Source: an optimization exercise on an open RTL-to-GDS flow (aim: small area, a short achievable clock period and few clock cycles). Production flows keep margins and buffers that such runs may drop. RTL that was checked went through simulation tests only; none was proved equivalent to the original. Power and IR drop assume default switching activity.

## Datapath
module Datapath (input clk, rst,
                 input [23:0] imem_data,
                 input [23:0] dmem_rdata,
                 output [23:0] imem_addr,
                 output [23:0] dmem_addr,
                 output [23:0] dmem_wdata,
                 output dmem_we,
                 output halted
);
==> flow/config.mk <==
export PLATFORM = sky130hd
export DESIGN_NAME = Datapath
export DESIGN_NICKNAME = Datapath
export VERILOG_FILES = /design/flow/design.v
export SDC_FILE = /design/flow/constraint.sdc
export NUM_CORES = 4
export LEC_CHECK = 0
export CAP_MARGIN = 20
export CORE_MARGIN = 2
export CORE_UTILIZATION = 60
export CTS_BUF_LIST = sky130_fd_sc_hd__clkbuf_8
export CTS_CLUSTER_DIAMETER = 60
export CTS_CLUSTER_SIZE = 15
export SLEW_MARGIN = 20
==> flow/constraint.sdc <==
create_clock -name core_clock -period 10.0 [get_ports {clk}]
set_input_delay 2.0000 -clock core_clock [delete_from_list [all_inputs] [get_ports {clk}]]
set_output_delay 2.0000 -clock core_clock [all_outputs]
set_load 0.01 [all_outputs]
standard.sh (not shown) runs the stock make flow with config.mk's settings and CLKGATE_MAP_FILE= SYNTH_SCRIPT=/design/flow/synth_recipe.tcl, a recipe that flattens the netlist after the stock synthesis.
==> flow/flow/run.sh <==
#!/bin/bash
# Standard layout, with plain buffers on the ports and timing repair aiming
# at a 6.9 ns setup margin.
bash standard.sh SETUP_SLACK_MARGIN=6.9 'BUFFER_PORTS_ARGS=-buffer_cell sky130_fd_sc_hd__buf_2' finish > standard.log 2>&1
Testbench counts at the start, summed over its fixed seeds: cycles 103,362.
Rerun with:
==> flow/flow/run.sh (replaced) <==
#!/bin/bash
# Standard layout, with plain buffers on the ports and timing repair aiming
# at a 6.7 ns setup margin.
bash standard.sh SETUP_SLACK_MARGIN=6.7 'BUFFER_PORTS_ARGS=-buffer_cell sky130_fd_sc_hd__buf_2' finish > standard.log 2>&1
=> The new run finished clean. Combinational power falls by about 2%. Final area falls by 3.4%. Flip-flop and latch count does not change. Power is about the same. Utilization falls by 2.4 points. Global-route usage stays flat. First-iteration DRC count rises by 9.8%. Die area does not change. Area after synthesis does not change. Routed wire length falls by 0.68%.


alpha:
Datapath, a different RTL version from the one above (not shown whole).
Size: about 1500 cells after synthesis, ~390 flip-flops, ~120 I/O pins, ~18000 um2 of cells after synthesis.
clock: 10.0 ns
lec_check: 0
cap_margin: 20
core_margin: 2
core_utilization: 60
cts_buf_list: sky130_fd_sc_hd__clkbuf_8
cts_cluster_diameter: 60
cts_cluster_size: 15
slew_margin: 20
==> flow/flow/run.sh <==
#!/bin/bash
# Standard layout, with plain buffers on the ports and timing repair aiming
# at a 6.6 ns setup margin.
bash standard.sh SETUP_SLACK_MARGIN=6.6 'BUFFER_PORTS_ARGS=-buffer_cell sky130_fd_sc_hd__buf_2' finish > standard.log 2>&1
Relative to alpha, the following input files were edited for beta:
# alpha
export LEC_CHECK = 0
export CAP_MARGIN = 20
export CORE_MARGIN = 2
export CORE_UTILIZATION = 60
export CTS_BUF_LIST = sky130_fd_sc_hd__clkbuf_8
export CTS_CLUSTER_DIAMETER = 60
export CTS_CLUSTER_SIZE = 15
export SLEW_MARGIN = 20
create_clock -name core_clock -period 10.0 [get_ports {clk}]
# beta
export LEC_CHECK = 0
export CAP_MARGIN = 20
export CORE_MARGIN = 2
export CORE_UTILIZATION = 60
export CTS_BUF_LIST = sky130_fd_sc_hd__clkbuf_16
export CTS_CLUSTER_DIAMETER = 60
export CTS_CLUSTER_SIZE = 20
export SLEW_MARGIN = 20
create_clock -name core_clock -period 10.0 [get_ports {clk}]
==> flow/flow/run.sh <==
#!/bin/bash
# Standard layout, with plain buffers on the ports and timing repair aiming
# at a 6.5 ns setup margin.
bash standard.sh SETUP_SLACK_MARGIN=6.5 'BUFFER_PORTS_ARGS=-buffer_cell sky130_fd_sc_hd__buf_2' finish > standard.log 2>&1
--- outcome ---
The higher combinational cell fraction of total power of beta and alpha is in alpha. Between beta and alpha, proportion of power drawn by flip-flops and latches is lower for beta, alpha comes in above that. beta vs. alpha: largest stage delay on the critical path went up 250 ps; synthesis-to-layout area growth went up 1.5 points; slew of the pin with the lowest slew margin went down 15 ps.
No run of this note included a check of the RTL's function; only the layout flow was run.


RTL: one of the versions met above, not the one the previous note started from.
Size in the first run: roughly 1500 cells after synthesis, roughly 120 I/O pins, ~18000 sq um of cells after synthesis.
Settings: LEC_CHECK=0, CAP_MARGIN=20, CORE_MARGIN=2, CORE_UTILIZATION=65, CTS_BUF_LIST=sky130_fd_sc_hd__clkbuf_8, CTS_CLUSTER_DIAMETER=60, CTS_CLUSTER_SIZE=15, SLEW_MARGIN=20; clock period 10.0 ns.
==> flow/flow/run.sh <==
#!/bin/bash
# Standard layout, with plain buffers on the ports and timing repair aiming
# at a 6.7 ns setup margin.
bash standard.sh SETUP_SLACK_MARGIN=6.7 'BUFFER_PORTS_ARGS=-buffer_cell sky130_fd_sc_hd__buf_2' finish > standard.log 2>&1
Testbench counts at the start, summed over its fixed seeds: cycles 103,362.
Edit:
==> flow/flow/run.sh (replaced) <==
#!/bin/bash
# Standard layout, with plain buffers on the ports and timing repair aiming
# at a 6.8 ns setup margin.
bash standard.sh SETUP_SLACK_MARGIN=6.8 'BUFFER_PORTS_ARGS=-buffer_cell sky130_fd_sc_hd__buf_2' finish > standard.log 2>&1
--- a/flow/config.mk
+++ b/flow/config.mk
@@ -8,5 +8,5 @@
 export CAP_MARGIN = 20
 export CORE_MARGIN = 2
-export CORE_UTILIZATION = 65
+export CORE_UTILIZATION = 60
 export CTS_BUF_LIST = sky130_fd_sc_hd__clkbuf_8
 export CTS_CLUSTER_DIAMETER = 60
What happened: The changed run completed without violations. Cell area is about the same. Worst setup slack loses 32 ps. Clock skew goes down by 12 ps. Utilization is lower by 4.9 points.


== run A ==
The RTL this note starts from:
==> flow/design.v <==
module Datapath (input clk, rst,
                 input [23:0] imem_data,
                 input [23:0] dmem_rdata,
                 output [23:0] imem_addr,
                 output [23:0] dmem_addr,
                 output [23:0] dmem_wdata,
                 output dmem_we,
                 output halted
);
    reg [23:0] H, W, K, C, X, J, L, P, T, AC, MDR, MAR, PC;
    reg [23:0] IR;       
    reg        vD;       
    reg [3:0]  rcode;    
    reg        d_inv;    
    reg        d_mul;    
    reg [23:0] OPR;      
    reg        o0;       
    reg [3:0]  dst;
    reg        x_ld, x_st, x_clac, x_mv, x_alu, x_cin, x_div, x_mul2, x_mul4, x_mul, x_jmp, x_const, x_halt;
    reg        x_rac, x_rmdr;    
    reg        x_acwr, x_achold;  
    reg        st_pend;  
    reg        halt_q;   
    reg        stl;      
    reg [4:0]  mcnt;     
    reg        mskip;    
    wire [23:0] wval = OPR | ({24{x_rac}} & AC) | ({24{x_rmdr | (x_ld & st_pend)}} & MDR) |
                       ({24{x_const}} & IR) | ({24{x_ld & ~st_pend}} & dmem_rdata);
    wire        wr   = x_mv | x_const;
    wire we_H = wr & (dst == 4'd1), we_W = wr & (dst == 4'd2), we_K = wr & (dst == 4'd3);
    wire we_C = wr & (dst == 4'd4), we_X = wr & (dst == 4'd5), we_J = wr & (dst == 4'd6);
    wire we_L = wr & (dst == 4'd7), we_P = wr & (dst == 4'd8), we_T = wr & (dst == 4'd9);
    wire we_A = wr & (dst == 4'd10), we_D = wr & (dst == 4'd12), we_M = wr & (dst == 4'd13);
    wire [23:0] sum;
    prefix_add24 adder (.a(AC), .b(OPR), .cin(x_cin), .s(sum));
    wire [23:0] mmask = ~(24'hFFFFFE << mcnt) & {24{AC[23]}};
    wire        skip4 = mskip & (AC[23:20] == 4'd0) & (mcnt != 5'd20);
    wire [4:0]  mnext = mcnt + (skip4 ? 5'd4 : 5'd1);
    wire        mdone = mcnt == 5'd23;
    wire        mstep = x_mul & ~skip4;
    wire taken = x_jmp & ~sum[23];
    wire stall = stl;    
    wire        ac_wr   = x_acwr;        
    wire        ac_hold = x_achold;      
    wire [23:0] use_sum = {24{x_alu}};
    wire [23:0] use_ms  = {24{mstep}} & mmask;
    wire [23:0] ac_oth  = ({24{ac_wr}} & wval) | ({24{ac_hold}} & AC) |
                          ({24{x_div}} & {4'd0, AC[23:4]}) |
                          (({24{x_mul2}} | ({24{mstep}} & ~mmask)) & {AC[22:0], 1'b0}) |
                          ({24{x_mul4}} & {AC[21:0], 2'b0}) |
                          ({24{x_mul & skip4}} & {AC[19:0], 4'd0});
    wire [23:0] ac_next = (use_sum & sum) | (use_ms & {sum[22:0], o0}) | (~use_sum & ~use_ms & ac_oth);
    wire [23:0] pc_inc;
    inc24 pcinc (.a(PC), .y(pc_inc));
    wire        pc_take = taken & ~rst;
    wire        pc_step = ~rst & ~stall & ~taken;
    wire        pc_keep = ~rst & stall;
    wire [23:0] pc_next = ({24{pc_take}} & IR) | ({24{pc_step}} & pc_inc) | ({24{pc_keep}} & PC);
    assign imem_addr  = PC;
    assign dmem_addr  = MAR;
    assign dmem_wdata = MDR;
    assign dmem_we    = st_pend;
    assign halted     = halt_q;
    wire [4:0] f_op  = imem_data[4:0];
    wire [2:0] f_od  = imem_data[7:5];
    wire [3:0] f_src = imem_data[12:9];
    wire f_mv   = f_op == 5'd8;
    wire f_opnd = f_op == 5'd11 || f_op == 5'd12 || f_op == 5'd16 || f_op == 5'd17;
    wire [3:0] f_ocode = (f_od == 3'd2) ? 4'd2 : (f_od == 3'd3) ? 4'd3 : (f_od == 3'd1) ? 4'd9 :
                         (f_od == 3'd5) ? 4'd5 : (f_od == 3'd6) ? 4'd6 : 4'd7;
    wire [3:0] f_rcode = f_mv ? ((f_src == 4'd10 || f_src == 4'd12) ? 4'd0 : f_src) :
                         f_opnd ? f_ocode : 4'd0;
    wire [4:0] d_op  = IR[4:0];
    wire [3:0] d_dst = IR[8:5];
    wire [3:0] d_src = IR[12:9];
    wire d_mv   = d_op == 5'd8;
    wire d_2w   = d_op == 5'd17 || d_op == 5'd20;       
    wire s_H  = rcode == 4'd1, s_W = rcode == 4'd2, s_K = rcode == 4'd3;
    wire s_C  = rcode == 4'd4, s_X = rcode == 4'd5, s_J = rcode == 4'd6;
    wire s_L  = rcode == 4'd7, s_P = rcode == 4'd8, s_T = rcode == 4'd9;
    wire s_IR = rcode == 4'd14;
    wire fwd  = x_mv & (dst == rcode) & (rcode != 4'd0);
    wire [23:0] rdv = ({24{s_H}} & H) | ({24{s_W}} & W) | ({24{s_K}} & K) | ({24{s_C}} & C) |
                      ({24{s_X}} & X) | ({24{s_J}} & J) | ({24{s_L}} & L) | ({24{s_P}} & P) |
                      ({24{s_T}} & T) | ({24{s_IR}} & IR);
    wire [23:0] opv = fwd ? wval : rdv;
    wire [23:0] opr_next = d_mul ? {1'b0, opv[23:1]} : opv ^ {24{d_inv}};
    always @(posedge clk) begin
        if (rst) begin
            vD      <= 1'b0;
            x_ld    <= 1'b0;
            x_st    <= 1'b0;
            x_clac  <= 1'b0;
            x_mv    <= 1'b0;
            x_alu   <= 1'b0;
            x_div   <= 1'b0;
            x_mul2  <= 1'b0;
            x_mul4  <= 1'b0;
            x_mul   <= 1'b0;
            x_jmp   <= 1'b0;
            x_const <= 1'b0;
            x_halt  <= 1'b0;
            x_rac   <= 1'b0;
            x_rmdr  <= 1'b0;
            x_acwr  <= 1'b0;
            x_achold <= 1'b1;
            mcnt    <= 5'd0;
            mskip   <= 1'b1;
            st_pend <= 1'b0;
            halt_q  <= 1'b0;
            stl     <= 1'b0;
        end else begin
            stl     <= stall ? (x_halt | (x_mul & (mnext != 5'd23)))
                             : (vD & (d_op == 5'd16 || (~d_op[4] & ~d_op[3] & ~d_op[0])));
            st_pend <= x_st & ~stall;
            halt_q  <= x_halt;
            if (!stall) begin
                vD      <= ~taken & ~(vD & d_2w);
                x_ld    <= vD & (d_op == 5'd3);
                x_st    <= vD & (d_op == 5'd5);
                x_clac  <= vD & (d_op == 5'd7);
                x_mv    <= vD & d_mv;
                x_alu   <= vD & (d_op == 5'd9 || d_op == 5'd10 || d_op == 5'd11 || d_op == 5'd12);
                x_div   <= vD & (d_op == 5'd13);
                x_mul2  <= vD & (d_op == 5'd14);
                x_mul4  <= vD & (d_op == 5'd15);
                x_mul   <= vD & (d_op == 5'd16);
                x_jmp   <= vD & (d_op == 5'd17);
                x_const <= vD & (d_op == 5'd20);
                x_halt  <= vD & ~d_op[4] & ~d_op[3] & ~d_op[0];
                x_rac   <= vD & ((d_mv & (d_src == 4'd10)) | (d_op == 5'd5));
                x_rmdr  <= vD & d_mv & (d_src == 4'd12);
                x_acwr  <= vD & (d_op == 5'd3 || ((d_mv || d_op == 5'd20) && d_dst == 4'd10));
                x_achold <= ~vD | ~(d_op == 5'd3 || ((d_mv || d_op == 5'd20) && d_dst == 4'd10) ||
                                    d_op == 5'd7 || d_op == 5'd9 || d_op == 5'd10 || d_op == 5'd11 ||
                                    d_op == 5'd12 || d_op == 5'd13 || d_op == 5'd14 || d_op == 5'd15 ||
                                    d_op == 5'd16);
            end
            mcnt  <= (x_mul & ~mdone) ? mnext : 5'd0;
            mskip <= ~(x_mul & ~mdone) | skip4;
        end
    end
    always @(posedge clk) PC <= pc_next;
    always @(posedge clk) begin
        if (!stall) begin
            IR    <= imem_data;
            rcode <= f_rcode;
            d_inv <= f_op == 5'd12 || f_op == 5'd17 || f_op == 5'd10;
            d_mul <= f_op == 5'd16;
            dst   <= d_dst;
            OPR   <= opr_next;
            o0    <= opv[0];
            x_cin <= d_op == 5'd12 || d_op == 5'd17 || d_op == 5'd9;
        end
    end
    always @(posedge clk) begin
        if (we_H) H <= wval;
        if (we_W) W <= wval;
        if (we_K) K <= wval;
        if (we_C) C <= wval;
        if (we_X) X <= wval;
        if (we_J) J <= wval;
        if (we_L) L <= wval;
        if (we_P) P <= wval;
        if (we_T) T <= wval;
        if (we_M) MAR <= wval;
        if (we_D | x_ld | x_st) MDR <= wval;
        AC <= ac_next;
    end
endmodule
module prefix_add24 (input [23:0] a, b, input cin, output [23:0] s);
    wire [23:0] p0 = a ^ b;
    wire [23:0] g0 = a & b;
    wire [23:0] g [0:5];
    wire [23:0] p [0:5];
    assign g[0] = {g0[23:1], g0[0] | (p0[0] & cin)};
    assign p[0] = p0;
    genvar l, i;
    generate
        for (l = 0; l < 5; l = l + 1) begin : lev
            for (i = 0; i < 24; i = i + 1) begin : bi
                if (i >= (1 << l)) begin : n
                    assign g[l+1][i] = g[l][i] | (p[l][i] & g[l][i - (1 << l)]);
                    assign p[l+1][i] = p[l][i] & p[l][i - (1 << l)];
                end else begin : pass
                    assign g[l+1][i] = g[l][i];
                    assign p[l+1][i] = p[l][i];
                end
            end
        end
    endgenerate
    wire [23:0] c = {g[5][22:0], cin};    
    assign s = p0 ^ c;
endmodule
module inc24 (input [23:0] a, output [23:0] y);
    wire [23:0] t [0:5];
    assign t[0] = a;
    genvar l, i;
    generate
        for (l = 0; l < 5; l = l + 1) begin : lev
            for (i = 0; i < 24; i = i + 1) begin : bi
                if (i >= (1 << l)) begin : n
                    assign t[l+1][i] = t[l][i] & t[l][i - (1 << l)];
                end else begin : pass
                    assign t[l+1][i] = t[l][i];
                end
            end
        end
    endgenerate
    wire [23:0] c = {t[5][22:0], 1'b1};   
    assign y = a ^ c;
endmodule
clock: 10.0 ns
lec_check: 0
cap_margin: 20
core_margin: 2
core_utilization: 60
cts_buf_list: sky130_fd_sc_hd__clkbuf_16 sky130_fd_sc_hd__clkbuf_8
cts_cluster_diameter: 60
cts_cluster_size: 15
slew_margin: 20
==> flow/flow/run.sh <==
#!/bin/bash
# Standard layout, with plain buffers on the ports and timing repair aiming
# at a 6.7 ns setup margin.
bash standard.sh SETUP_SLACK_MARGIN=6.7 'BUFFER_PORTS_ARGS=-buffer_cell sky130_fd_sc_hd__buf_2' finish > standard.log 2>&1
Run A finished end to end and its layout was clean on timing, DRC and antenna.
Testbench counts of run A, summed over its fixed seeds: cycles 103,362.
Inputs modified between run A and run B:
==> flow/flow/run.sh <==
#!/bin/bash
# Standard layout, with plain buffers on the ports and timing repair aiming
# at a 6.5 ns setup margin.
bash standard.sh SETUP_SLACK_MARGIN=6.5 'BUFFER_PORTS_ARGS=-buffer_cell sky130_fd_sc_hd__buf_2' finish > standard.log 2>&1
diff --git a/flow/config.mk b/flow/config.mk
--- a/flow/config.mk
+++ b/flow/config.mk
@@ -11 +11 @@
-export CTS_BUF_LIST = sky130_fd_sc_hd__clkbuf_16 sky130_fd_sc_hd__clkbuf_8
+export CTS_BUF_LIST = sky130_fd_sc_hd__clkbuf_8
==> results.txt <==
Looking at portion of total power attributed to sequential cells, run B sits 4.5 points higher than run A does. Diff run A -> run B: slew at the pin with the worst max-slew slack shrank by 0.0078 ns; final area went down 2.2%; critical path depth saw an increase. From run A to run B the numbers moved as follows: reg2reg setup slack saw a decrease, final worst slack saw a decrease, fmax saw a decrease, largest fanout on the critical path saw an increase, sequential share of layout area saw an increase. Run B went all the way through the flow, and no timing, DRC or antenna check failed.
#### Input delta (run C over run B)
==> flow/flow/run.sh <==
#!/bin/bash
# Standard layout, with plain buffers on the ports and timing repair aiming
# at a 6.7 ns setup margin.
bash standard.sh SETUP_SLACK_MARGIN=6.7 'BUFFER_PORTS_ARGS=-buffer_cell sky130_fd_sc_hd__buf_2' finish > standard.log 2>&1
diff --git a/flow/config.mk b/flow/config.mk
--- a/flow/config.mk
+++ b/flow/config.mk
@@ -13,0 +14 @@
+export GPL_TIMING_DRIVEN = 1
==> comparison <==
[run C] area growth from synthesis to final layout rose 0.20 points relative to run B. Length of the first detailed-routing pass in iterations was higher in run C than in run B. Type of the worst setup path: reg -> reg -> run B, reg -> out -> run C. Run C reports a lower data required time at the worst endpoint than run B does. Clock power share delta (run C -> run B): insignificant. Side by side, instance count on the critical path turned out lower in run C than in run B. Run C vs. run B: fraction of final layout cells with drive strength greater than 1 went up by 0.34 points; total length of routed wires shows no meaningful change.

-- re-timing with driven ports --
Ports are ideal in the flow. The routed layouts listed here were re-timed in OpenROAD.
Step 1: set_driving_cell puts a clkbuf_16 on clk and a buf_2 on each other input, an assumption about the parent block.
Step 2 moves the port delays by t, midway between the first and last clock arrival at a register: inputs arrive t later, outputs are due t later. That takes back most of the time a late clock gives input paths.
a / b / c = ideal ports / drivers / drivers and shift; a / b = the first two.
run	t (ns)	setup WS [ns]	worst setup path at the end	worst register clock-pin slew, ns	pins driven straight from the clock port
the first run of note 1	0.629	6.784 / 6.736 / 6.334	input to register	0.10 / 0.10	1
the second run of note 1	0.619	6.774 / 6.724 / 6.288	input to register	0.10 / 0.10	1
alpha	0.613	6.554 / 6.543 / 5.970	input to register	0.10 / 0.10	1
beta	0.627	6.533 / 6.478 / 6.012	input to register	0.09 / 0.09	1
the first run of note 3	0.616	6.792 / 6.740 / 6.220	input to register	0.10 / 0.10	1
the second run of note 3	0.613	6.760 / 6.712 / 6.253	input to register	0.10 / 0.10	1
run A	0.580	6.805 / 6.780 / 6.256	input to register	0.07 / 0.07	1
run B	0.617	6.678 / 6.678 / 6.133	input to register	0.10 / 0.10	1
run C	0.619	6.774 / 6.724 / 6.288	input to register	0.10 / 0.10	1
After both steps every run listed still meets setup and hold. The setup slack of alpha, which loses most, moves by -0.011 ns with the drivers and by -0.584 ns with both steps.
